From an optimization exercise on the open Yosys and OpenROAD flow, aimed at small area and a short achievable clock period; shortcuts taken in it are not production practice.
No functional check of the RTL was part of this run.
Power figures rest on the tool's default switching activity, not on a simulated workload.

## flow/config.mk

```make
export PLATFORM = sky130hd
export DESIGN_NAME = mac
export DESIGN_NICKNAME = mac
export VERILOG_FILES = /design/flow/design.v
export SDC_FILE = /design/flow/constraint.sdc
export NUM_CORES = 4
export LEC_CHECK = 0
export CAP_MARGIN = 20
export CORE_MARGIN = 2
export CORE_UTILIZATION = 40
export SLEW_MARGIN = 20
export SYNTH_HIERARCHICAL = 1
export SYNTH_MINIMUM_KEEP_SIZE = 0
export SETUP_SLACK_MARGIN = 11.2
export SKIP_GATE_CLONING = 1
export BUFFER_PORTS_ARGS = -buffer_cell sky130_fd_sc_hd__buf_1
export CTS_ARGS = -sink_clustering_enable -repair_clock_nets -dont_use_dummy_load -buf_list sky130_fd_sc_hd__clkbuf_4 -root_buf sky130_fd_sc_hd__clkbuf_8
```

## flow/design.v

```verilog
module mac(input clk, input rst, input [15:0] x, input [15:0] y, output [31:0] acc);
reg r0_0;
reg r1_0;
reg r2_0;
reg r3_0;
reg r4_0;
reg r4_1;
reg r5_0;
reg r5_1;
reg r6_0;
reg r6_1;
reg r7_0;
reg r7_1;
reg r8_0;
reg r8_1;
reg r9_0;
reg r9_1;
reg r10_0;
reg r10_1;
reg r11_0;
reg r11_1;
reg r12_0;
reg r12_1;
reg r13_0;
reg r13_1;
reg r14_0;
reg r14_1;
reg r15_0;
reg r15_1;
reg r16_0;
reg r16_1;
reg r17_0;
reg r17_1;
reg r18_0;
reg r18_1;
reg r19_0;
reg r19_1;
reg r20_0;
reg r20_1;
reg r21_0;
reg r21_1;
reg r22_0;
reg r22_1;
reg r23_0;
reg r23_1;
reg r24_0;
reg r24_1;
reg r25_0;
reg r25_1;
reg r26_0;
reg r26_1;
reg r27_0;
reg r27_1;
reg r28_0;
reg r28_1;
reg r29_0;
reg r29_1;
reg r30_0;
reg r30_1;
reg r31_0;
reg rci;
wire p1;
wire p2;
wire p3;
wire p4;
wire p5;
wire p6;
wire p7;
wire p8;
wire p9;
wire p10;
wire p11;
wire p12;
wire p13;
wire p14;
wire p15;
wire p16;
wire p17;
wire p18;
wire p19;
wire p20;
wire p21;
wire p22;
wire p23;
wire p24;
wire p25;
wire p26;
wire p27;
wire p28;
wire p29;
wire p30;
wire p31;
wire p32;
wire p33;
wire p34;
wire p35;
wire p36;
wire p37;
wire p38;
wire p39;
wire p40;
wire p41;
wire p42;
wire p43;
wire p44;
wire p45;
wire p46;
wire p47;
wire p48;
wire p49;
wire p50;
wire p51;
wire p52;
wire p53;
wire p54;
wire p55;
wire p56;
wire p57;
wire p58;
wire p59;
wire p60;
wire p61;
wire p62;
wire p63;
wire p64;
wire p65;
wire p66;
wire p67;
wire p68;
wire p69;
wire p70;
wire p71;
wire p72;
wire p73;
wire p74;
wire p75;
wire p76;
wire p77;
wire p78;
wire p79;
wire p80;
wire p81;
wire p82;
wire p83;
wire p84;
wire p85;
wire p86;
wire p87;
wire p88;
wire p89;
wire p90;
wire p91;
wire p92;
wire p93;
wire p94;
wire p95;
wire p96;
wire p97;
wire p98;
wire p99;
wire p100;
wire p101;
wire p102;
wire p103;
wire p104;
wire p105;
wire p106;
wire p107;
wire p108;
wire p109;
wire p110;
wire p111;
wire p112;
wire p113;
wire p114;
wire p115;
wire p116;
wire p117;
wire p118;
wire p119;
wire p120;
wire p121;
wire p122;
wire p123;
wire p124;
wire p125;
wire p126;
wire p127;
wire p128;
wire p129;
wire p130;
wire p131;
wire p132;
wire p133;
wire p134;
wire p135;
wire p136;
wire p137;
wire p138;
wire p139;
wire p140;
wire p141;
wire p142;
wire p143;
wire p144;
wire p145;
wire p146;
wire p147;
wire p148;
wire p149;
wire p150;
wire p151;
wire p152;
wire p153;
wire p154;
wire p155;
wire p156;
wire p157;
wire p158;
wire p159;
wire p160;
wire s161;
wire c162;
wire s163;
wire c164;
wire s165;
wire c166;
wire s167;
wire c168;
wire s169;
wire c170;
wire s171;
wire c172;
wire s173;
wire c174;
wire s175;
wire c176;
wire s177;
wire c178;
wire s179;
wire c180;
wire s181;
wire c182;
wire s183;
wire c184;
wire s185;
wire c186;
wire s187;
wire c188;
wire s189;
wire c190;
wire s191;
wire c192;
wire s193;
wire c194;
wire s195;
wire c196;
wire s197;
wire c198;
wire s199;
wire c200;
wire s201;
wire c202;
wire s203;
wire c204;
wire s205;
wire c206;
wire s207;
wire c208;
wire s209;
wire c210;
wire s211;
wire c212;
wire s213;
wire c214;
wire s215;
wire c216;
wire s217;
wire c218;
wire s219;
wire c220;
wire s221;
wire c222;
wire s223;
wire c224;
wire s225;
wire c226;
wire s227;
wire c228;
wire s229;
wire c230;
wire s231;
wire c232;
wire s233;
wire c234;
wire s235;
wire c236;
wire s237;
wire c238;
wire s239;
wire c240;
wire s241;
wire c242;
wire s243;
wire c244;
wire s245;
wire c246;
wire s247;
wire c248;
wire s249;
wire c250;
wire s251;
wire c252;
wire s253;
wire c254;
wire s255;
wire c256;
wire s257;
wire c258;
wire s259;
wire c260;
wire s261;
wire c262;
wire s263;
wire c264;
wire s265;
wire c266;
wire s267;
wire c268;
wire s269;
wire c270;
wire s271;
wire c272;
wire s273;
wire c274;
wire s275;
wire c276;
wire s277;
wire c278;
wire s279;
wire c280;
wire s281;
wire c282;
wire s283;
wire c284;
wire s285;
wire c286;
wire s287;
wire c288;
wire s289;
wire c290;
wire s291;
wire c292;
wire s293;
wire c294;
wire s295;
wire c296;
wire s297;
wire c298;
wire s299;
wire c300;
wire s301;
wire c302;
wire s303;
wire c304;
wire s305;
wire c306;
wire s307;
wire c308;
wire s309;
wire c310;
wire s311;
wire c312;
wire s313;
wire c314;
wire s315;
wire c316;
wire s317;
wire c318;
wire s319;
wire c320;
wire s321;
wire c322;
wire s323;
wire c324;
wire s325;
wire c326;
wire s327;
wire c328;
wire s329;
wire c330;
wire s331;
wire c332;
wire s333;
wire c334;
wire s335;
wire c336;
wire s337;
wire c338;
wire s339;
wire c340;
wire s341;
wire c342;
wire s343;
wire c344;
wire s345;
wire c346;
wire s347;
wire c348;
wire s349;
wire c350;
wire s351;
wire c352;
wire s353;
wire c354;
wire s355;
wire c356;
wire s357;
wire c358;
wire s359;
wire c360;
wire s361;
wire c362;
wire s363;
wire c364;
wire s365;
wire c366;
wire s367;
wire c368;
wire s369;
wire c370;
wire s371;
wire c372;
wire s373;
wire c374;
wire s375;
wire c376;
wire s377;
wire c378;
wire s379;
wire c380;
wire s381;
wire c382;
wire s383;
wire c384;
wire s385;
wire c386;
wire s387;
wire c388;
wire s389;
wire c390;
wire s391;
wire c392;
wire s393;
wire c394;
wire s395;
wire c396;
wire s397;
wire c398;
wire s399;
wire c400;
wire s401;
wire c402;
wire s403;
wire c404;
wire s405;
wire c406;
wire s407;
wire c408;
wire s409;
wire c410;
wire s411;
wire c412;
wire s413;
wire c414;
wire s415;
wire c416;
wire s417;
wire c418;
wire s419;
wire c420;
wire s421;
wire c422;
wire s423;
wire c424;
wire s425;
wire c426;
wire s427;
wire c428;
wire s429;
wire c430;
wire s431;
wire c432;
wire s433;
wire c434;
wire s435;
wire c436;
wire s437;
wire c438;
wire s439;
wire c440;
wire s441;
wire c442;
wire s443;
wire c444;
wire s445;
wire c446;
wire s447;
wire c448;
wire s449;
wire c450;
wire s451;
wire c452;
wire s453;
wire c454;
wire s455;
wire c456;
wire s457;
wire c458;
wire s459;
wire c460;
wire s461;
wire c462;
wire s463;
wire c464;
wire s465;
wire c466;
wire s467;
wire c468;
wire s469;
wire c470;
wire s471;
wire c472;
wire s473;
wire c474;
wire s475;
wire c476;
wire s477;
wire c478;
wire s479;
wire c480;
wire s481;
wire c482;
wire s483;
wire c484;
wire s485;
wire c486;
wire s487;
wire c488;
wire s489;
wire c490;
wire s491;
wire c492;
wire s493;
wire c494;
wire s495;
wire c496;
wire s497;
wire c498;
wire s499;
wire c500;
wire s501;
wire c502;
wire s503;
wire c504;
wire s505;
wire c506;
wire s507;
wire c508;
wire s509;
wire c510;
wire s511;
wire c512;
wire s513;
wire c514;
wire s515;
wire c516;
wire s517;
wire c518;
wire s519;
wire c520;
wire s521;
wire c522;
wire s523;
wire c524;
wire s525;
wire c526;
wire s527;
wire c528;
wire s529;
wire c530;
wire s531;
wire c532;
wire s533;
wire c534;
wire s535;
wire c536;
wire s537;
wire c538;
wire s539;
wire c540;
wire s541;
wire c542;
wire x543;
wire x544;
wire x545;
wire x546;
wire x547;
wire x548;
wire [15:0] xg = x;
wire r0_0_f = ~r0_0;
wire r1_0_f = ~r1_0;
wire r2_0_f = ~r2_0;
wire r3_0_f = ~r3_0;
wire r4_0_f = ~r4_0;
wire r4_1_f = ~r4_1;
wire r5_0_f = ~r5_0;
wire r5_1_f = ~r5_1;
wire r6_0_f = ~r6_0;
wire r6_1_f = ~r6_1;
wire r7_0_f = ~r7_0;
wire r7_1_f = ~r7_1;
wire r8_0_f = ~r8_0;
wire r8_1_f = ~r8_1;
wire r9_0_f = ~r9_0;
wire r9_1_f = ~r9_1;
wire r10_0_f = ~r10_0;
wire r10_1_f = ~r10_1;
wire r11_0_f = ~r11_0;
wire r11_1_f = ~r11_1;
wire r12_0_f = ~r12_0;
wire r12_1_f = ~r12_1;
wire r13_0_f = ~r13_0;
wire r13_1_f = ~r13_1;
wire r14_0_f = ~r14_0;
wire r14_1_f = ~r14_1;
wire r15_0_f = ~r15_0;
wire r15_1_f = ~r15_1;
wire r16_0_f = ~r16_0;
wire r16_1_f = ~r16_1;
wire r17_0_f = ~r17_0;
wire r17_1_f = ~r17_1;
wire r18_0_f = ~r18_0;
wire r18_1_f = ~r18_1;
wire r19_0_f = ~r19_0;
wire r19_1_f = ~r19_1;
wire r20_0_f = ~r20_0;
wire r20_1_f = ~r20_1;
wire r21_0_f = ~r21_0;
wire r21_1_f = ~r21_1;
wire r22_0_f = ~r22_0;
wire r22_1_f = ~r22_1;
wire r23_0_f = ~r23_0;
wire r23_1_f = ~r23_1;
wire r24_0_f = ~r24_0;
wire r24_1_f = ~r24_1;
wire r25_0_f = ~r25_0;
wire r25_1_f = ~r25_1;
wire r26_0_f = ~r26_0;
wire r26_1_f = ~r26_1;
wire r27_0_f = ~r27_0;
wire r27_1_f = ~r27_1;
wire r28_0_f = ~r28_0;
wire r28_1_f = ~r28_1;
wire r29_0_f = ~r29_0;
wire r29_1_f = ~r29_1;
wire r30_0_f = ~r30_0;
wire r30_1_f = ~r30_1;
wire r31_0_f = ~r31_0;
wire rci_f = ~rci;
wire [7:0] bone, btwo, bneg;
benc ue0 (y[1], y[0], 1'b0, bone[0], btwo[0]);
assign bneg[0] = y[1];
assign p1 = ~((xg[0] & bone[0]) ^ bneg[0]);
bpp up2 (xg[1], xg[0], bone[0], btwo[0], bneg[0], p2);
bpp up3 (xg[2], xg[1], bone[0], btwo[0], bneg[0], p3);
bpp up4 (xg[3], xg[2], bone[0], btwo[0], bneg[0], p4);
bpp up5 (xg[4], xg[3], bone[0], btwo[0], bneg[0], p5);
bpp up6 (xg[5], xg[4], bone[0], btwo[0], bneg[0], p6);
bpp up7 (xg[6], xg[5], bone[0], btwo[0], bneg[0], p7);
bpp up8 (xg[7], xg[6], bone[0], btwo[0], bneg[0], p8);
bpp up9 (xg[8], xg[7], bone[0], btwo[0], bneg[0], p9);
bpp up10 (xg[9], xg[8], bone[0], btwo[0], bneg[0], p10);
bpp up11 (xg[10], xg[9], bone[0], btwo[0], bneg[0], p11);
bpp up12 (xg[11], xg[10], bone[0], btwo[0], bneg[0], p12);
bpp up13 (xg[12], xg[11], bone[0], btwo[0], bneg[0], p13);
bpp up14 (xg[13], xg[12], bone[0], btwo[0], bneg[0], p14);
bpp up15 (xg[14], xg[13], bone[0], btwo[0], bneg[0], p15);
bpp up16 (xg[15], xg[14], bone[0], btwo[0], bneg[0], p16);
assign p17 = ~((xg[15] & btwo[0]) ^ bneg[0]);
assign p18 = ~bneg[0];
benc ue1 (y[3], y[2], y[1], bone[1], btwo[1]);
assign bneg[1] = y[3];
assign p19 = ~((xg[0] & bone[1]) ^ bneg[1]);
bpp up20 (xg[1], xg[0], bone[1], btwo[1], bneg[1], p20);
bpp up21 (xg[2], xg[1], bone[1], btwo[1], bneg[1], p21);
bpp up22 (xg[3], xg[2], bone[1], btwo[1], bneg[1], p22);
bpp up23 (xg[4], xg[3], bone[1], btwo[1], bneg[1], p23);
bpp up24 (xg[5], xg[4], bone[1], btwo[1], bneg[1], p24);
bpp up25 (xg[6], xg[5], bone[1], btwo[1], bneg[1], p25);
bpp up26 (xg[7], xg[6], bone[1], btwo[1], bneg[1], p26);
bpp up27 (xg[8], xg[7], bone[1], btwo[1], bneg[1], p27);
bpp up28 (xg[9], xg[8], bone[1], btwo[1], bneg[1], p28);
bpp up29 (xg[10], xg[9], bone[1], btwo[1], bneg[1], p29);
bpp up30 (xg[11], xg[10], bone[1], btwo[1], bneg[1], p30);
bpp up31 (xg[12], xg[11], bone[1], btwo[1], bneg[1], p31);
bpp up32 (xg[13], xg[12], bone[1], btwo[1], bneg[1], p32);
bpp up33 (xg[14], xg[13], bone[1], btwo[1], bneg[1], p33);
bpp up34 (xg[15], xg[14], bone[1], btwo[1], bneg[1], p34);
assign p35 = ~((xg[15] & btwo[1]) ^ bneg[1]);
assign p36 = ~bneg[1];
benc ue2 (y[5], y[4], y[3], bone[2], btwo[2]);
assign bneg[2] = y[5];
assign p37 = ~((xg[0] & bone[2]) ^ bneg[2]);
bpp up38 (xg[1], xg[0], bone[2], btwo[2], bneg[2], p38);
bpp up39 (xg[2], xg[1], bone[2], btwo[2], bneg[2], p39);
bpp up40 (xg[3], xg[2], bone[2], btwo[2], bneg[2], p40);
bpp up41 (xg[4], xg[3], bone[2], btwo[2], bneg[2], p41);
bpp up42 (xg[5], xg[4], bone[2], btwo[2], bneg[2], p42);
bpp up43 (xg[6], xg[5], bone[2], btwo[2], bneg[2], p43);
bpp up44 (xg[7], xg[6], bone[2], btwo[2], bneg[2], p44);
bpp up45 (xg[8], xg[7], bone[2], btwo[2], bneg[2], p45);
bpp up46 (xg[9], xg[8], bone[2], btwo[2], bneg[2], p46);
bpp up47 (xg[10], xg[9], bone[2], btwo[2], bneg[2], p47);
bpp up48 (xg[11], xg[10], bone[2], btwo[2], bneg[2], p48);
bpp up49 (xg[12], xg[11], bone[2], btwo[2], bneg[2], p49);
bpp up50 (xg[13], xg[12], bone[2], btwo[2], bneg[2], p50);
bpp up51 (xg[14], xg[13], bone[2], btwo[2], bneg[2], p51);
bpp up52 (xg[15], xg[14], bone[2], btwo[2], bneg[2], p52);
assign p53 = ~((xg[15] & btwo[2]) ^ bneg[2]);
assign p54 = ~bneg[2];
benc ue3 (y[7], y[6], y[5], bone[3], btwo[3]);
assign bneg[3] = y[7];
assign p55 = ~((xg[0] & bone[3]) ^ bneg[3]);
bpp up56 (xg[1], xg[0], bone[3], btwo[3], bneg[3], p56);
bpp up57 (xg[2], xg[1], bone[3], btwo[3], bneg[3], p57);
bpp up58 (xg[3], xg[2], bone[3], btwo[3], bneg[3], p58);
bpp up59 (xg[4], xg[3], bone[3], btwo[3], bneg[3], p59);
bpp up60 (xg[5], xg[4], bone[3], btwo[3], bneg[3], p60);
bpp up61 (xg[6], xg[5], bone[3], btwo[3], bneg[3], p61);
bpp up62 (xg[7], xg[6], bone[3], btwo[3], bneg[3], p62);
bpp up63 (xg[8], xg[7], bone[3], btwo[3], bneg[3], p63);
bpp up64 (xg[9], xg[8], bone[3], btwo[3], bneg[3], p64);
bpp up65 (xg[10], xg[9], bone[3], btwo[3], bneg[3], p65);
bpp up66 (xg[11], xg[10], bone[3], btwo[3], bneg[3], p66);
bpp up67 (xg[12], xg[11], bone[3], btwo[3], bneg[3], p67);
bpp up68 (xg[13], xg[12], bone[3], btwo[3], bneg[3], p68);
bpp up69 (xg[14], xg[13], bone[3], btwo[3], bneg[3], p69);
bpp up70 (xg[15], xg[14], bone[3], btwo[3], bneg[3], p70);
assign p71 = ~((xg[15] & btwo[3]) ^ bneg[3]);
assign p72 = ~bneg[3];
benc ue4 (y[9], y[8], y[7], bone[4], btwo[4]);
assign bneg[4] = y[9];
assign p73 = ~((xg[0] & bone[4]) ^ bneg[4]);
bpp up74 (xg[1], xg[0], bone[4], btwo[4], bneg[4], p74);
bpp up75 (xg[2], xg[1], bone[4], btwo[4], bneg[4], p75);
bpp up76 (xg[3], xg[2], bone[4], btwo[4], bneg[4], p76);
bpp up77 (xg[4], xg[3], bone[4], btwo[4], bneg[4], p77);
bpp up78 (xg[5], xg[4], bone[4], btwo[4], bneg[4], p78);
bpp up79 (xg[6], xg[5], bone[4], btwo[4], bneg[4], p79);
bpp up80 (xg[7], xg[6], bone[4], btwo[4], bneg[4], p80);
bpp up81 (xg[8], xg[7], bone[4], btwo[4], bneg[4], p81);
bpp up82 (xg[9], xg[8], bone[4], btwo[4], bneg[4], p82);
bpp up83 (xg[10], xg[9], bone[4], btwo[4], bneg[4], p83);
bpp up84 (xg[11], xg[10], bone[4], btwo[4], bneg[4], p84);
bpp up85 (xg[12], xg[11], bone[4], btwo[4], bneg[4], p85);
bpp up86 (xg[13], xg[12], bone[4], btwo[4], bneg[4], p86);
bpp up87 (xg[14], xg[13], bone[4], btwo[4], bneg[4], p87);
bpp up88 (xg[15], xg[14], bone[4], btwo[4], bneg[4], p88);
assign p89 = ~((xg[15] & btwo[4]) ^ bneg[4]);
assign p90 = ~bneg[4];
benc ue5 (y[11], y[10], y[9], bone[5], btwo[5]);
assign bneg[5] = y[11];
assign p91 = ~((xg[0] & bone[5]) ^ bneg[5]);
bpp up92 (xg[1], xg[0], bone[5], btwo[5], bneg[5], p92);
bpp up93 (xg[2], xg[1], bone[5], btwo[5], bneg[5], p93);
bpp up94 (xg[3], xg[2], bone[5], btwo[5], bneg[5], p94);
bpp up95 (xg[4], xg[3], bone[5], btwo[5], bneg[5], p95);
bpp up96 (xg[5], xg[4], bone[5], btwo[5], bneg[5], p96);
bpp up97 (xg[6], xg[5], bone[5], btwo[5], bneg[5], p97);
bpp up98 (xg[7], xg[6], bone[5], btwo[5], bneg[5], p98);
bpp up99 (xg[8], xg[7], bone[5], btwo[5], bneg[5], p99);
bpp up100 (xg[9], xg[8], bone[5], btwo[5], bneg[5], p100);
bpp up101 (xg[10], xg[9], bone[5], btwo[5], bneg[5], p101);
bpp up102 (xg[11], xg[10], bone[5], btwo[5], bneg[5], p102);
bpp up103 (xg[12], xg[11], bone[5], btwo[5], bneg[5], p103);
bpp up104 (xg[13], xg[12], bone[5], btwo[5], bneg[5], p104);
bpp up105 (xg[14], xg[13], bone[5], btwo[5], bneg[5], p105);
bpp up106 (xg[15], xg[14], bone[5], btwo[5], bneg[5], p106);
assign p107 = ~((xg[15] & btwo[5]) ^ bneg[5]);
assign p108 = ~bneg[5];
benc ue6 (y[13], y[12], y[11], bone[6], btwo[6]);
assign bneg[6] = y[13];
assign p109 = ~((xg[0] & bone[6]) ^ bneg[6]);
bpp up110 (xg[1], xg[0], bone[6], btwo[6], bneg[6], p110);
bpp up111 (xg[2], xg[1], bone[6], btwo[6], bneg[6], p111);
bpp up112 (xg[3], xg[2], bone[6], btwo[6], bneg[6], p112);
bpp up113 (xg[4], xg[3], bone[6], btwo[6], bneg[6], p113);
bpp up114 (xg[5], xg[4], bone[6], btwo[6], bneg[6], p114);
bpp up115 (xg[6], xg[5], bone[6], btwo[6], bneg[6], p115);
bpp up116 (xg[7], xg[6], bone[6], btwo[6], bneg[6], p116);
bpp up117 (xg[8], xg[7], bone[6], btwo[6], bneg[6], p117);
bpp up118 (xg[9], xg[8], bone[6], btwo[6], bneg[6], p118);
bpp up119 (xg[10], xg[9], bone[6], btwo[6], bneg[6], p119);
bpp up120 (xg[11], xg[10], bone[6], btwo[6], bneg[6], p120);
bpp up121 (xg[12], xg[11], bone[6], btwo[6], bneg[6], p121);
bpp up122 (xg[13], xg[12], bone[6], btwo[6], bneg[6], p122);
bpp up123 (xg[14], xg[13], bone[6], btwo[6], bneg[6], p123);
bpp up124 (xg[15], xg[14], bone[6], btwo[6], bneg[6], p124);
assign p125 = ~((xg[15] & btwo[6]) ^ bneg[6]);
assign p126 = ~bneg[6];
benc ue7 (y[15], y[14], y[13], bone[7], btwo[7]);
assign bneg[7] = y[15];
assign p127 = ~((xg[0] & bone[7]) ^ bneg[7]);
bpp up128 (xg[1], xg[0], bone[7], btwo[7], bneg[7], p128);
bpp up129 (xg[2], xg[1], bone[7], btwo[7], bneg[7], p129);
bpp up130 (xg[3], xg[2], bone[7], btwo[7], bneg[7], p130);
bpp up131 (xg[4], xg[3], bone[7], btwo[7], bneg[7], p131);
bpp up132 (xg[5], xg[4], bone[7], btwo[7], bneg[7], p132);
bpp up133 (xg[6], xg[5], bone[7], btwo[7], bneg[7], p133);
bpp up134 (xg[7], xg[6], bone[7], btwo[7], bneg[7], p134);
bpp up135 (xg[8], xg[7], bone[7], btwo[7], bneg[7], p135);
bpp up136 (xg[9], xg[8], bone[7], btwo[7], bneg[7], p136);
bpp up137 (xg[10], xg[9], bone[7], btwo[7], bneg[7], p137);
bpp up138 (xg[11], xg[10], bone[7], btwo[7], bneg[7], p138);
bpp up139 (xg[12], xg[11], bone[7], btwo[7], bneg[7], p139);
bpp up140 (xg[13], xg[12], bone[7], btwo[7], bneg[7], p140);
bpp up141 (xg[14], xg[13], bone[7], btwo[7], bneg[7], p141);
bpp up142 (xg[15], xg[14], bone[7], btwo[7], bneg[7], p142);
assign p143 = ~((xg[15] & btwo[7]) ^ bneg[7]);
assign p144 = ~bneg[7];
assign p145 = ~(xg[0] & y[15]);
assign p146 = ~(xg[1] & y[15]);
assign p147 = ~(xg[2] & y[15]);
assign p148 = ~(xg[3] & y[15]);
assign p149 = ~(xg[4] & y[15]);
assign p150 = ~(xg[5] & y[15]);
assign p151 = ~(xg[6] & y[15]);
assign p152 = ~(xg[7] & y[15]);
assign p153 = ~(xg[8] & y[15]);
assign p154 = ~(xg[9] & y[15]);
assign p155 = ~(xg[10] & y[15]);
assign p156 = ~(xg[11] & y[15]);
assign p157 = ~(xg[12] & y[15]);
assign p158 = ~(xg[13] & y[15]);
assign p159 = ~(xg[14] & y[15]);
assign p160 = ~(xg[15] & y[15]);
fa us161 (r0_0_f, p18, p1, s161, c162);
fa us163 (r1_0_f, p2, c162, s163, c164);
fa us165 (r2_0_f, p36, p19, s165, c166);
fa us167 (p3, s165, c164, s167, c168);
fa us169 (r3_0_f, p20, p4, s169, c170);
fa us171 (c166, s169, c168, s171, c172);
fa us173 (r12_0_f, r12_1_f, 1'b1, s173, c174);
fa us175 (r13_0_f, r13_1_f, 1'b1, s175, c176);
fa us177 (r14_0_f, r14_1_f, p144, s177, c178);
fa us179 (p111, p127, 1'b1, s179, c180);
fa us181 (r15_0_f, r15_1_f, p112, s181, c182);
fa us183 (p128, p16, 1'b1, s183, c184);
fa us185 (r16_0_f, r16_1_f, p145, s185, c186);
fa us187 (p113, p129, p17, s187, c188);
fa us189 (1'b0, r17_0_f, r17_1_f, s189, c190);
fa us191 (bneg[0], p146, p114, s191, c192);
fa us193 (p130, p34, 1'b1, s193, c194);
fa us195 (1'b0, r18_0_f, r18_1_f, s195, c196);
fa us197 (p147, p115, p131, s197, c198);
fa us199 (p35, p51, 1'b1, s199, c200);
fa us201 (r19_0_f, r19_1_f, bneg[1], s201, c202);
fa us203 (p148, p100, p116, s203, c204);
fa us205 (1'b0, r20_0_f, r20_1_f, s205, c206);
fa us207 (p149, p101, 1'b1, s207, c208);
fa us209 (r21_0_f, r21_1_f, bneg[2], s209, c210);
fa us211 (1'b0, r22_0_f, 1'b1, s211, c212);
fa us213 (r4_0_f, r4_1_f, rci_f, s213, c214);
fa us215 (r6_0_f, r6_1_f, 1'b1, s215, c216);
fa us217 (r7_0_f, r7_1_f, 1'b1, s217, c218);
fa us219 (r8_0_f, r8_1_f, p90, s219, c220);
fa us221 (p25, p41, 1'b1, s221, c222);
fa us223 (r9_0_f, r9_1_f, p10, s223, c224);
fa us225 (p26, p42, 1'b1, s225, c226);
fa us227 (r10_0_f, r10_1_f, p108, s227, c228);
fa us229 (p11, p27, p43, s229, c230);
fa us231 (p59, p75, 1'b1, s231, c232);
fa us233 (r11_0_f, r11_1_f, p12, s233, c234);
fa us235 (p28, p44, p60, s235, c236);
fa us237 (p76, p92, 1'b1, s237, c238);
fa us239 (s173, p126, p109, s239, c240);
fa us241 (p13, p29, p45, s241, c242);
fa us243 (p61, p77, p93, s243, c244);
fa us245 (c174, s175, p110, s245, c246);
fa us247 (p14, p30, p46, s247, c248);
fa us249 (p62, p78, p94, s249, c250);
fa us251 (c176, p15, p31, s251, c252);
fa us253 (p47, p63, p79, s253, c254);
fa us255 (p95, s177, s179, s255, c256);
fa us257 (c178, p32, p48, s257, c258);
fa us259 (p64, p80, p96, s259, c260);
fa us261 (c180, s181, s183, s261, c262);
fa us263 (p33, p49, p65, s263, c264);
fa us265 (p81, p97, s185, s265, c266);
fa us267 (c182, c184, s187, s267, c268);
fa us269 (s189, c186, p50, s269, c270);
fa us271 (p66, p82, p98, s271, c272);
fa us273 (c188, s191, s193, s273, c274);
fa us275 (c190, s195, p67, s275, c276);
fa us277 (p83, p99, c192, s277, c278);
fa us279 (c194, s197, s199, s279, c280);
fa us281 (c196, s201, p132, s281, c282);
fa us283 (p52, p68, p84, s283, c284);
fa us285 (c198, c200, s203, s285, c286);
fa us287 (s205, c202, p117, s287, c288);
fa us289 (p133, p53, p69, s289, c290);
fa us291 (p85, c204, s207, s291, c292);
fa us293 (c206, p150, s209, s293, c294);
fa us295 (p102, p118, p134, s295, c296);
fa us297 (p70, p86, c208, s297, c298);
fa us299 (r22_1_f, s211, p151, s299, c300);
fa us301 (c210, p103, p119, s301, c302);
fa us303 (p135, p71, p87, s303, c304);
fa us305 (r23_0_f, r23_1_f, c212, s305, c306);
fa us307 (bneg[3], p152, p104, s307, c308);
fa us309 (p120, p136, p88, s309, c310);
fa us311 (1'b0, r24_0_f, r24_1_f, s311, c312);
fa us313 (p153, p105, p121, s313, c314);
fa us315 (p137, p89, 1'b1, s315, c316);
fa us317 (r25_0_f, r25_1_f, bneg[4], s317, c318);
fa us319 (p154, p106, p122, s319, c320);
fa us321 (1'b0, r26_0_f, r26_1_f, s321, c322);
fa us323 (p155, p107, 1'b1, s323, c324);
fa us325 (r27_0_f, r27_1_f, bneg[5], s325, c326);
fa us327 (1'b0, r28_0_f, 1'b1, s327, c328);
fa us329 (s213, p54, p21, s329, c330);
fa us331 (r5_0_f, r5_1_f, c214, s331, c332);
fa us333 (p22, p38, 1'b1, s333, c334);
fa us335 (s215, p72, p23, s335, c336);
fa us337 (p39, p55, p7, s337, c338);
fa us339 (c216, s217, p24, s339, c340);
fa us341 (p40, p56, p8, s341, c342);
fa us343 (c218, p57, p73, s343, c344);
fa us345 (p9, s219, s221, s345, c346);
fa us347 (c220, p58, p74, s347, c348);
fa us349 (c222, s223, s225, s349, c350);
fa us351 (p91, s227, c224, s351, c352);
fa us353 (c226, s229, s231, s353, c354);
fa us355 (c228, c230, c232, s355, c356);
fa us357 (s233, s235, s237, s357, c358);
fa us359 (c234, c236, c238, s359, c360);
fa us361 (s239, s241, s243, s361, c362);
fa us363 (c240, c242, c244, s363, c364);
fa us365 (s245, s247, s249, s365, c366);
fa us367 (c246, c248, c250, s367, c368);
fa us369 (s251, s253, s255, s369, c370);
fa us371 (c252, c254, s257, s371, c372);
fa us373 (s259, c256, s261, s373, c374);
fa us375 (c258, c260, s263, s375, c376);
fa us377 (s265, c262, s267, s377, c378);
fa us379 (c264, c266, s269, s379, c380);
fa us381 (s271, c268, s273, s381, c382);
fa us383 (c270, c272, s275, s383, c384);
fa us385 (c274, s277, s279, s385, c386);
fa us387 (c276, s281, s283, s387, c388);
fa us389 (c278, c280, s285, s389, c390);
fa us391 (c282, c284, s287, s391, c392);
fa us393 (s289, c286, s291, s393, c394);
fa us395 (s293, c288, c290, s395, c396);
fa us397 (s295, c292, s297, s397, c398);
fa us399 (s299, c294, c296, s399, c400);
fa us401 (s301, s303, c298, s401, c402);
fa us403 (s305, c300, c302, s403, c404);
fa us405 (c304, s307, s309, s405, c406);
fa us407 (s311, c306, c308, s407, c408);
fa us409 (c310, s313, s315, s409, c410);
fa us411 (c312, s317, p138, s411, c412);
fa us413 (c314, c316, s319, s413, c414);
fa us415 (s321, c318, p123, s415, c416);
fa us417 (p139, c320, s323, s417, c418);
fa us419 (c322, p156, s325, s419, c420);
fa us421 (p124, p140, c324, s421, c422);
fa us423 (r28_1_f, s327, p157, s423, c424);
fa us425 (c326, p125, p141, s425, c426);
fa us427 (r29_0_f, r29_1_f, c328, s427, c428);
fa us429 (bneg[6], p158, p142, s429, c430);
fa us431 (1'b0, r30_0_f, r30_1_f, s431, c432);
fa us433 (p159, p143, 1'b1, s433, c434);
fa us435 (p37, p5, 1'b1, s435, c436);
fa us437 (s331, p6, c330, s437, c438);
fa us439 (c332, c334, s335, s439, c440);
fa us441 (c336, c338, s339, s441, c442);
fa us443 (c340, c342, s343, s443, c444);
fa us445 (c344, s347, c346, s445, c446);
fa us447 (c348, c350, s351, s447, c448);
fa us449 (c352, c354, s355, s449, c450);
fa us451 (c356, c358, s359, s451, c452);
fa us453 (c360, c362, s363, s453, c454);
fa us455 (c364, c366, s367, s455, c456);
fa us457 (c368, s371, c370, s457, c458);
fa us459 (c372, s375, c374, s459, c460);
fa us461 (c376, s379, c378, s461, c462);
fa us463 (c380, s383, c382, s463, c464);
fa us465 (c384, s387, c386, s465, c466);
fa us467 (c388, s391, c390, s467, c468);
fa us469 (c392, s395, c394, s469, c470);
fa us471 (c396, s399, c398, s471, c472);
fa us473 (c400, s403, s405, s473, c474);
fa us475 (c404, c406, s407, s475, c476);
fa us477 (s411, c408, c410, s477, c478);
fa us479 (c412, s415, c414, s479, c480);
fa us481 (s419, c416, c418, s481, c482);
fa us483 (s423, c420, s425, s483, c484);
fa us485 (s427, c424, c426, s485, c486);
fa us487 (s431, c428, c430, s487, c488);
fa us489 (c170, s329, 1'b1, s489, c490);
fa us491 (c436, s333, s437, s491, c492);
fa us493 (s337, c438, s439, s493, c494);
fa us495 (s341, c440, s441, s495, c496);
fa us497 (c442, s345, s443, s497, c498);
fa us499 (c444, s349, s445, s499, c500);
fa us501 (s353, c446, s447, s501, c502);
fa us503 (s357, c448, s449, s503, c504);
fa us505 (s361, c450, s451, s505, c506);
fa us507 (s365, c452, s453, s507, c508);
fa us509 (c454, s455, s369, s509, c510);
fa us511 (c456, s373, s457, s511, c512);
fa us513 (s377, c458, s459, s513, c514);
fa us515 (s381, c460, s461, s515, c516);
fa us517 (s385, c462, s463, s517, c518);
fa us519 (s389, c464, s465, s519, c520);
fa us521 (s393, c466, s467, s521, c522);
fa us523 (s397, c468, s469, s523, c524);
fa us525 (s401, c470, s471, s525, c526);
fa us527 (c402, s473, c472, s527, c528);
fa us529 (s409, c474, s475, s529, c530);
fa us531 (s413, c476, s477, s531, c532);
fa us533 (s417, c478, s479, s533, c534);
fa us535 (s421, c480, s481, s535, c536);
fa us537 (c422, s483, c482, s537, c538);
fa us539 (s429, c484, s485, s539, c540);
fa us541 (s433, c486, s487, s541, c542);
assign x543 = ~(r31_0_f ^ c432);
assign x544 = ~(x543 ^ bneg[7]);
assign x545 = ~(p160 ^ x544);
assign x546 = ~(x545 ^ c434);
assign x547 = ~(x546 ^ c488);
assign x548 = ~(x547 ^ c542);
always @(posedge clk) begin
  r0_0 <= ~(rst | s161);
  r1_0 <= ~(rst | s163);
  r2_0 <= ~(rst | s167);
  r3_0 <= ~(rst | s171);
  r4_0 <= ~(rst | s435);
  r4_1 <= ~(rst | s489);
  r5_0 <= ~(rst | c490);
  r5_1 <= ~(rst | s491);
  r6_0 <= ~(rst | c492);
  r6_1 <= ~(rst | s493);
  r7_0 <= ~(rst | c494);
  r7_1 <= ~(rst | s495);
  r8_0 <= ~(rst | c496);
  r8_1 <= ~(rst | s497);
  r9_0 <= ~(rst | c498);
  r9_1 <= ~(rst | s499);
  r10_0 <= ~(rst | c500);
  r10_1 <= ~(rst | s501);
  r11_0 <= ~(rst | c502);
  r11_1 <= ~(rst | s503);
  r12_0 <= ~(rst | c504);
  r12_1 <= ~(rst | s505);
  r13_0 <= ~(rst | c506);
  r13_1 <= ~(rst | s507);
  r14_0 <= ~(rst | c508);
  r14_1 <= ~(rst | s509);
  r15_0 <= ~(rst | c510);
  r15_1 <= ~(rst | s511);
  r16_0 <= ~(rst | c512);
  r16_1 <= ~(rst | s513);
  r17_0 <= ~(rst | c514);
  r17_1 <= ~(rst | s515);
  r18_0 <= ~(rst | c516);
  r18_1 <= ~(rst | s517);
  r19_0 <= ~(rst | c518);
  r19_1 <= ~(rst | s519);
  r20_0 <= ~(rst | c520);
  r20_1 <= ~(rst | s521);
  r21_0 <= ~(rst | c522);
  r21_1 <= ~(rst | s523);
  r22_0 <= ~(rst | c524);
  r22_1 <= ~(rst | s525);
  r23_0 <= ~(rst | c526);
  r23_1 <= ~(rst | s527);
  r24_0 <= ~(rst | s529);
  r24_1 <= ~(rst | c528);
  r25_0 <= ~(rst | c530);
  r25_1 <= ~(rst | s531);
  r26_0 <= ~(rst | c532);
  r26_1 <= ~(rst | s533);
  r27_0 <= ~(rst | c534);
  r27_1 <= ~(rst | s535);
  r28_0 <= ~(rst | c536);
  r28_1 <= ~(rst | s537);
  r29_0 <= ~(rst | s539);
  r29_1 <= ~(rst | c538);
  r30_0 <= ~(rst | c540);
  r30_1 <= ~(rst | s541);
  r31_0 <= ~(rst | x548);
  rci <= ~(rst | c172);
end
assign acc[0] = r0_0;
assign acc[1] = r1_0;
assign acc[2] = r2_0;
assign acc[3] = r3_0;
wire [27:0] ra = {r31_0, r30_0, r29_0, r28_0, r27_0, r26_0, r25_0, r24_0, r23_0, r22_0, r21_0, r20_0, r19_0, r18_0, r17_0, r16_0, r15_0, r14_0, r13_0, r12_0, r11_0, r10_0, r9_0, r8_0, r7_0, r6_0, r5_0, r4_0};
wire [27:0] rb = {1'b0, r30_1, r29_1, r28_1, r27_1, r26_1, r25_1, r24_1, r23_1, r22_1, r21_1, r20_1, r19_1, r18_1, r17_1, r16_1, r15_1, r14_1, r13_1, r12_1, r11_1, r10_1, r9_1, r8_1, r7_1, r6_1, r5_1, r4_1};
addn u_add (ra, rb, rci, acc[31:4]);
endmodule
module addn(input [27:0] a, input [27:0] b, input ci, output [27:0] s);
wire [27:0] g, p, c;
pgen u_pg (a, b, g, p);
pfx u_pfx (g, p, ci, c);
assign s = p ^ c;
endmodule
module pgen(input [27:0] a, input [27:0] b, output [27:0] g, output [27:0] p);
assign g = a & b;
assign p = a ^ b;
endmodule
module pfx(input [27:0] g, input [27:0] p, input ci, output [27:0] c);
wire gc0 = g[0] | (p[0] & ci);
wire G1 = g[1] | (p[1] & gc0);
wire G2 = g[3] | (p[3] & g[2]);
wire P2 = p[3] & p[2];
wire G3 = g[5] | (p[5] & g[4]);
wire P3 = p[5] & p[4];
wire G4 = g[7] | (p[7] & g[6]);
wire P4 = p[7] & p[6];
wire G5 = g[9] | (p[9] & g[8]);
wire P5 = p[9] & p[8];
wire G6 = g[11] | (p[11] & g[10]);
wire P6 = p[11] & p[10];
wire G7 = g[13] | (p[13] & g[12]);
wire P7 = p[13] & p[12];
wire G8 = g[15] | (p[15] & g[14]);
wire P8 = p[15] & p[14];
wire G9 = g[17] | (p[17] & g[16]);
wire P9 = p[17] & p[16];
wire G10 = g[19] | (p[19] & g[18]);
wire P10 = p[19] & p[18];
wire G11 = g[21] | (p[21] & g[20]);
wire P11 = p[21] & p[20];
wire G12 = g[23] | (p[23] & g[22]);
wire P12 = p[23] & p[22];
wire G13 = g[25] | (p[25] & g[24]);
wire P13 = p[25] & p[24];
wire G14 = g[27] | (p[27] & g[26]);
wire P14 = p[27] & p[26];
wire G15 = g[2] | (p[2] & G1);
wire G16 = G2 | (P2 & G1);
wire G17 = g[6] | (p[6] & G3);
wire P17 = p[6] & P3;
wire G18 = G4 | (P4 & G3);
wire P18 = P4 & P3;
wire G19 = g[10] | (p[10] & G5);
wire P19 = p[10] & P5;
wire G20 = G6 | (P6 & G5);
wire P20 = P6 & P5;
wire G21 = g[14] | (p[14] & G7);
wire P21 = p[14] & P7;
wire G22 = G8 | (P8 & G7);
wire P22 = P8 & P7;
wire G23 = g[18] | (p[18] & G9);
wire P23 = p[18] & P9;
wire G24 = G10 | (P10 & G9);
wire P24 = P10 & P9;
wire G25 = g[22] | (p[22] & G11);
wire P25 = p[22] & P11;
wire G26 = G12 | (P12 & G11);
wire P26 = P12 & P11;
wire G27 = g[26] | (p[26] & G13);
wire P27 = p[26] & P13;
wire G28 = G14 | (P14 & G13);
wire P28 = P14 & P13;
wire G29 = g[4] | (p[4] & G16);
wire G30 = G3 | (P3 & G16);
wire G31 = G17 | (P17 & G16);
wire G32 = G18 | (P18 & G16);
wire G33 = g[12] | (p[12] & G20);
wire P33 = p[12] & P20;
wire G34 = G7 | (P7 & G20);
wire P34 = P7 & P20;
wire G35 = G21 | (P21 & G20);
wire P35 = P21 & P20;
wire G36 = G22 | (P22 & G20);
wire P36 = P22 & P20;
wire G37 = g[20] | (p[20] & G24);
wire P37 = p[20] & P24;
wire G38 = G11 | (P11 & G24);
wire P38 = P11 & P24;
wire G39 = G25 | (P25 & G24);
wire P39 = P25 & P24;
wire G40 = G26 | (P26 & G24);
wire P40 = P26 & P24;
wire G41 = g[8] | (p[8] & G32);
wire G42 = G5 | (P5 & G32);
wire G43 = G19 | (P19 & G32);
wire G44 = G20 | (P20 & G32);
wire G45 = G33 | (P33 & G32);
wire G46 = G34 | (P34 & G32);
wire G47 = G35 | (P35 & G32);
wire G48 = G36 | (P36 & G32);
wire G49 = g[24] | (p[24] & G40);
wire P49 = p[24] & P40;
wire G50 = G13 | (P13 & G40);
wire P50 = P13 & P40;
wire G51 = G27 | (P27 & G40);
wire P51 = P27 & P40;
wire G52 = G28 | (P28 & G40);
wire P52 = P28 & P40;
wire G53 = g[16] | (p[16] & G48);
wire G54 = G9 | (P9 & G48);
wire G55 = G23 | (P23 & G48);
wire G56 = G24 | (P24 & G48);
wire G57 = G37 | (P37 & G48);
wire G58 = G38 | (P38 & G48);
wire G59 = G39 | (P39 & G48);
wire G60 = G40 | (P40 & G48);
wire G61 = G49 | (P49 & G48);
wire G62 = G50 | (P50 & G48);
wire G63 = G51 | (P51 & G48);
wire G64 = G52 | (P52 & G48);
assign c[0] = ci;
assign c[1] = gc0;
assign c[2] = G1;
assign c[3] = G15;
assign c[4] = G16;
assign c[5] = G29;
assign c[6] = G30;
assign c[7] = G31;
assign c[8] = G32;
assign c[9] = G41;
assign c[10] = G42;
assign c[11] = G43;
assign c[12] = G44;
assign c[13] = G45;
assign c[14] = G46;
assign c[15] = G47;
assign c[16] = G48;
assign c[17] = G53;
assign c[18] = G54;
assign c[19] = G55;
assign c[20] = G56;
assign c[21] = G57;
assign c[22] = G58;
assign c[23] = G59;
assign c[24] = G60;
assign c[25] = G61;
assign c[26] = G62;
assign c[27] = G63;
endmodule
module benc(input y2, input y1, input y0, output one, output two);
assign one = y1 ^ y0;
assign two = (y2 & ~y1 & ~y0) | (~y2 & y1 & y0);
endmodule
module bpp(input x1, input x0, input one, input two, input neg, output pn);
assign pn = ~(((x1 & one) | (x0 & two)) ^ neg);
endmodule
module fa(input a, input b, input c, output s, output co);
assign s = a ^ b ^ c;
assign co = (a & b) | (a & c) | (b & c);
endmodule
```

## flow/flow/portbuf

```
sky130_fd_sc_hd__buf_1
```

## flow/flow/cts

```
-buf_list sky130_fd_sc_hd__clkbuf_4 -root_buf sky130_fd_sc_hd__clkbuf_8
```

## flow/standard.sh

```bash
#!/bin/bash
# synth_recipe.tcl (not shown) runs the flow's synth.tcl, then flattens the netlist and writes it again
# the make line also repeats each setting of config.mk as NAME=value (left out here)
make -C /OpenROAD-flow-scripts/flow DESIGN_CONFIG=/design/flow/config.mk WORK_HOME=/design/flow/orfs CLKGATE_MAP_FILE= SYNTH_SCRIPT=/design/flow/synth_recipe.tcl "${@:-finish}"
```

## flow/flow/run.sh

```bash
#!/bin/bash
# Layout: the standard ORFS flow (standard.sh, standard synthesis), with
#  - timing repair aimed at a setup slack of flow/margin ns, so the resizer
#    works on the real critical paths even though the clock period is loose
#    (no gate cloning, so each port keeps exactly one buffer),
#  - the standard port buffering (every port gets its own buffer), with the
#    buffer cell in flow/portbuf,
#  - a clock tree without dummy balancing loads, extra CTS options in flow/cts.
# standard.log here holds make's output; ORFS's own logs are in orfs/logs.
set -euo pipefail
M=$(cat flow/margin)
PB=$(cat flow/portbuf)
CTS_EXTRA=$(cat flow/cts 2>/dev/null || true)
cat >> config.mk <<EOC
export SETUP_SLACK_MARGIN = $M
export SKIP_GATE_CLONING = 1
export BUFFER_PORTS_ARGS = -buffer_cell $PB
export CTS_ARGS = -sink_clustering_enable -repair_clock_nets -dont_use_dummy_load $CTS_EXTRA
EOC
bash standard.sh > standard.log 2>&1
```

## flow/constraint.sdc

```tcl
create_clock -name core_clock -period 18.0 [get_ports {clk}]
set_input_delay 3.6000 -clock core_clock [delete_from_list [all_inputs] [get_ports {clk}]]
set_output_delay 3.6000 -clock core_clock [all_outputs]
set_load 0.01 [all_outputs]
```

## flow/flow/margin

```
11.2
```

==> impl_metrics.prom <==
# TYPE chip_impl_metric gauge
chip_impl_metric{name="pin_count_of_the_biggest_net_entering_global_routing",unit=""} 61
chip_impl_metric{name="number_of_synthesized_register_bits",unit=""} 60
chip_impl_metric{name="fp.dieH",unit="microns"} 162
chip_impl_info{name="min-delay-start",value="r0_0"} 1
chip_impl_metric{name="async_reset_ff_share",unit="%"} 0
chip_impl_metric{name="worstPathMaxFanout",unit=""} 5
chip_impl_metric{name="grt_first_pass_wirelength",unit="mm"} 41.8
chip_impl_info{name="startpoint_type",value="flop"} 1
chip_impl_metric{name="fin_crit_sh",unit="%"} 37.3
chip_impl_metric{name="pin_count",unit=""} 66
chip_impl_metric{name="cts.htree.levels",unit=""} 3
chip_impl_metric{name="seqCellArea",unit="sq um"} 1200
chip_impl_info{name="tritoncts",value="done"} 1
chip_impl_metric{name="pwr-share-comb",unit="%"} 82.7
chip_impl_info{name="hold_path_end",value="r0_0"} 1
chip_impl_metric{name="power.net_switching",unit="mW"} 0.947
chip_impl_metric{name="ys_warn_count",unit=""} 7
chip_impl_metric{name="intPower",unit="mW"} 0.996
chip_impl_metric{name="setup_violations",unit=""} 0
chip_impl_metric{name="post-route-util",unit="%"} 46.7
chip_impl_metric{name="hpwlAfterDp",unit="mm"} 18.6
chip_impl_info{name="outcome",value="complete, no violations"} 1
chip_impl_metric{name="critical_path.max_stage_delay",unit="ps"} 350
chip_impl_metric{name="power_per_unit_of_standard_cell_area",unit="nW/um^2"} 171
chip_impl_metric{name="ir_drop",unit="mV"} 0.0994
chip_impl_metric{name="syn_area_per_cell",unit="sq um"} 11.5
chip_impl_metric{name="drt-vias-per-instance",unit=""} 5.14
chip_impl_metric{name="fin_worst_skew",unit="ps"} 17.2
chip_impl_metric{name="route.detailed.drc",unit=""} 0
chip_impl_metric{name="r2r_cells",unit=""} 7
chip_impl_info{name="ys_top_cells_by_area",value="sky130_fd_sc_hd__fa_1, sky130_fd_sc_hd__a22oi_2, sky130_fd_sc_hd__xor2_1"} 1
chip_impl_metric{name="leakagePower",unit="nW"} 4.47
chip_impl_metric{name="layout.nets",unit=""} 1242
chip_impl_metric{name="fin_crit",unit="ps"} 6710
chip_impl_metric{name="core",unit="sq um"} 24400
chip_impl_metric{name="finish.instance_area",unit="sq um"} 11400
chip_impl_metric{name="pre_cts_ws",unit="ps"} 10020
chip_impl_metric{name="setup.reg_to_reg.worst_slack",unit="ps"} 14870
chip_impl_info{name="synthTopCellsByCount",value="sky130_fd_sc_hd__fa_1, sky130_fd_sc_hd__xor2_1, sky130_fd_sc_hd__a22oi_2"} 1
chip_impl_metric{name="achievable-frequency",unit="GHz"} 0.149
chip_impl_info{name="hold_path.class",value="flop to flop"} 1
chip_impl_metric{name="synth_edf_count",unit=""} 0
chip_impl_info{name="cell_with_the_largest_stage_delay_on_the_worst_path",value="sky130_fd_sc_hd__ha_1"} 1
chip_impl_metric{name="netlist_area",unit="sq um"} 9990
chip_impl_metric{name="clk-insertion-delay-late",unit="ps"} 370
chip_impl_metric{name="clk_pin_slew_worst_paths",unit="ps"} 70
chip_impl_metric{name="antenna-diode-count",unit=""} 0
chip_impl_metric{name="antenna_found_initial",unit=""} 0
chip_impl_info{name="timing.rr.end",value="r21_1"} 1
chip_impl_metric{name="multi_input_comb_area",unit="sq um"} 8590
chip_impl_metric{name="routabilityCongestion",unit=""} 0.801
chip_impl_metric{name="drt_pass1_iterations",unit=""} 5
chip_impl_info{name="dominant_register_cell_in_the_synthesized_netlist",value="sky130_fd_sc_hd__dfxtp_1"} 1
chip_impl_metric{name="worst_slack",unit="ps"} 11290
chip_impl_metric{name="grt_overflow_total",unit=""} 0
chip_impl_metric{name="tightest_slew",unit="ps"} 654
chip_impl_info{name="grt_setup_unrepaired",value="true"} 1
chip_impl_metric{name="gr-usage-all-layers",unit="%"} 20.8
chip_impl_metric{name="cts-buffers-inserted",unit=""} 9
chip_impl_metric{name="drtIter0Drc",unit=""} 384
chip_impl_metric{name="cap_viol_max_count",unit=""} 0
chip_impl_metric{name="placementRows",unit=""} 57
chip_impl_metric{name="vias",unit=""} 6741
chip_impl_metric{name="clock_tree.buffer_depth",unit=""} 2
chip_impl_metric{name="synth-seq-area-share",unit="%"} 12.0
chip_impl_info{name="criticalPathCategory",value="flop to primary output"} 1
chip_impl_info{name="rr_startpoint",value="r21_0"} 1
chip_impl_metric{name="share_seq_of_total_power",unit="%"} 12.3
chip_impl_info{name="cpMostUsedCell",value="sky130_fd_sc_hd__a21o_1"} 1
chip_impl_info{name="ctsRootBufferMaster",value="sky130_fd_sc_hd__clkbuf_8"} 1
chip_impl_metric{name="placed_area",unit="sq um"} 10900
chip_impl_info{name="synth_largest_area_cell",value="sky130_fd_sc_hd__fa_1"} 1
chip_impl_metric{name="hold_violations",unit=""} 0
chip_impl_metric{name="chipWidth",unit="microns"} 162
chip_impl_metric{name="layout-area-overhead-vs-synth",unit="%"} 14.1
chip_impl_metric{name="holdPathStages",unit=""} 3
chip_impl_metric{name="finalSetupTns",unit="ps"} 0
chip_impl_metric{name="clkSinkCount",unit=""} 60
chip_impl_info{name="ordered_cell_list_for_the_critical_path",value="ha_1 -> a21o_1 -> a21o_1 -> a221o_1 -> a21oi_4 -> buf_12 -> o31ai_4 -> buf_4 -> buf_4 -> a31o_1 -> a21o_1 -> xor2_1 -> clkbuf_2"} 1
chip_impl_metric{name="share_clk_of_total_power",unit="%"} 5.1
chip_impl_metric{name="number_of_buffer_cells_added_on_primary_ports",unit=""} 65
chip_impl_metric{name="post_drt_wl_per_cell",unit="microns"} 19.3
chip_impl_metric{name="cp.arrival",unit="ps"} 3110
chip_impl_metric{name="n_fill_cell",unit=""} 2320
chip_impl_info{name="yosys.cell_count.top_type",value="sky130_fd_sc_hd__fa_1"} 1
chip_impl_metric{name="final_antenna_net_count",unit=""} 0
chip_impl_metric{name="post_synth_inst_count",unit=""} 870
chip_impl_metric{name="layout-drive-gt1-share",unit="%"} 24.4
chip_impl_metric{name="area_enclosed_by_the_die_boundary",unit="sq um"} 26300
chip_impl_metric{name="max-slew-margin-rel",unit="%"} 56.4
chip_impl_metric{name="fraction_of_synthesized_cell_area_taken_by_the_top_area_cell_type",unit="%"} 38.3
chip_impl_metric{name="worst_ep_required_time",unit="ps"} 14400
chip_impl_metric{name="first_global_vias",unit=""} 7385
chip_impl_metric{name="total_routed_wirelength",unit="mm"} 25.2
chip_impl_metric{name="switching_share",unit="%"} 48.7
chip_impl_metric{name="floorplan.initialDensity",unit="%"} 41.0
chip_impl_metric{name="ys_types",unit=""} 41
chip_impl_info{name="end_kind",value="primary output"} 1
chip_impl_metric{name="slew_viol_final",unit=""} 0
==> metrics by stage <==
| stage | hold slack [ps] | total power [mW] | std cells |
|---|---|---|---|
| final | 643 | 1.94 | 1311 |
| after detailed placement | 627 | 1.85 | 1270 |
| after global placement | 625 | 1.82 | 1270 |
| after floorplan | 593 | 1.49 | 901 |
| after CTS | 639 | 1.98 | 1308 |
| after global routing | 673 | 2.24 | 1311 |
==> placed cells by master, fill, tap and decap left out, types with 7 or more instances in the layout <==
cell and instances:
sky130_fd_sc_hd__inv_1 70, sky130_fd_sc_hd__nor2_1 61, sky130_fd_sc_hd__buf_4 49, sky130_fd_sc_hd__a21oi_1 7, sky130_fd_sc_hd__nand2_1 43, sky130_fd_sc_hd__xor2_1 149
sky130_fd_sc_hd__xnor2_1 18, sky130_fd_sc_hd__conb_1 33, sky130_fd_sc_hd__a22oi_2 120, sky130_fd_sc_hd__nand2b_1 8, sky130_fd_sc_hd__buf_1 53, sky130_fd_sc_hd__ha_1 28
sky130_fd_sc_hd__fa_2 12, sky130_fd_sc_hd__clkbuf_8 12, sky130_fd_sc_hd__xor2_4 8, sky130_fd_sc_hd__a21o_1 17, sky130_fd_sc_hd__fa_1 179, sky130_fd_sc_hd__dfxtp_1 60
==> worst max path at each step <==
| stage | from | to |
|---|---|---|
| 2_1_floorplan | y[14] | r16_1 |
| 3_3_place_gp | y[13] | r16_1 |
| 3_5_place_dp | y[13] | r16_1 |
| 4_1_cts | r11_0 | acc[29] |
| 5_1_grt | r9_0 | acc[29] |
| 6_report | r13_0 | acc[29] |
==> cell families (layout without fill, tap and decap cells) <==
| group | count (synthesis) | count (layout) | share of synthesized area (%) |
|---|---|---|---|
| buf+inv | 114 | 200 | 5.66 |
| other cells | 2 | 33 | 0.0752 |
| xor+xnor | 177 | 177 | 15.6 |
| fa+ha+maj | 219 | 219 | 41.8 |
| simple gates | 127 | 127 | 5.52 |
| compound gates | 171 | 171 | 19.3 |
| flops | 60 | 60 | 12.0 |
==> Yosys stat by module, one instance, submodules excluded <==
module,cells,area [sq um],copies in the design
benc,4,31.3,8
addn,28,245,1
bpp,2,21.3,120
fa,1,20.0,191
pgen,28,350,1
mac,257,2100,1
pfx,94,671,1
==> critical path: cells and delay by family (launching register included) <==
family | cells | cell delay [ps]
flip-flops | 1 | 320
adder cells (fa/ha/maj) | 1 | 350
AO/OA/AOI/OAI | 7 | 1300
buffers and inverters | 4 | 610
XOR/XNOR | 1 | 150
==> power by group through the flow <==
stage | Combinational [mW] | Sequential (mW) | Clock (mW)
final | 1.61 | 0.238 | 0.0986
after CTS | 1.64 | 0.239 | 0.103
after floorplan | 1.26 | 0.231 | 0
after global routing | 1.88 | 0.246 | 0.108
after detailed placement | 1.61 | 0.241 | 0
after global placement | 1.58 | 0.241 | 0
==> layer usage <==
layer  vias to the layer above  part of all wire, %  wire length [microns]  GRT usage [%]
li1                       3055                    -                      -              -
met1                      3491                   45                  11400           28.9
met2                       167                   49                  12300           34.1
met3                        28                  4.5                   1130           2.76
met4                         0                  1.7                    438           6.32
met5                         -                    0                      0              0
==> what timing repair did <==
action	4_1_cts	5_1_grt
resized for setup	17	14
pin swaps	13	1
setup endpoints to repair	42	19
hold buffers	0	0
setup buffers	29	3
==> area by class of cell <==
class / instances / share of cell area (%)
Clock buffer: 9 / 1.09
Inverter: 71 / 2.34
Multi-Input combinational cell: 727 / 75.4
Sequential cell: 60 / 10.5
Tap cell: 324 / 3.56
Timing Repair Buffer: 120 / 7.10

==> separate check: timing with driven ports <==
In the flow no input, the clock included, has a driving cell. The finished layout below was timed again as built, in two steps. Step 1 assumes that a clkbuf_16 drives the clock port and a buf_2 every other input. Step 2 adds t to the input delays and takes it off the output delays; t is the mean of the earliest and latest rising clock arrival at the registers after step 1. Input paths then give back, and output paths get back, about the clock's delay inside the block. Three values: ideal, step 1, step 2; two values: the first two.
t, ns: 0.409
slack for setup (ns): 11.288 / 11.246 / 10.898
worst data-port slew with drivers (ns): 0.06
cell pins on the clock port's net: 1
After both steps setup and hold are still met in this run. For this run, drivers alone change the setup slack by -0.042 ns; drivers and shift together by -0.390 ns.
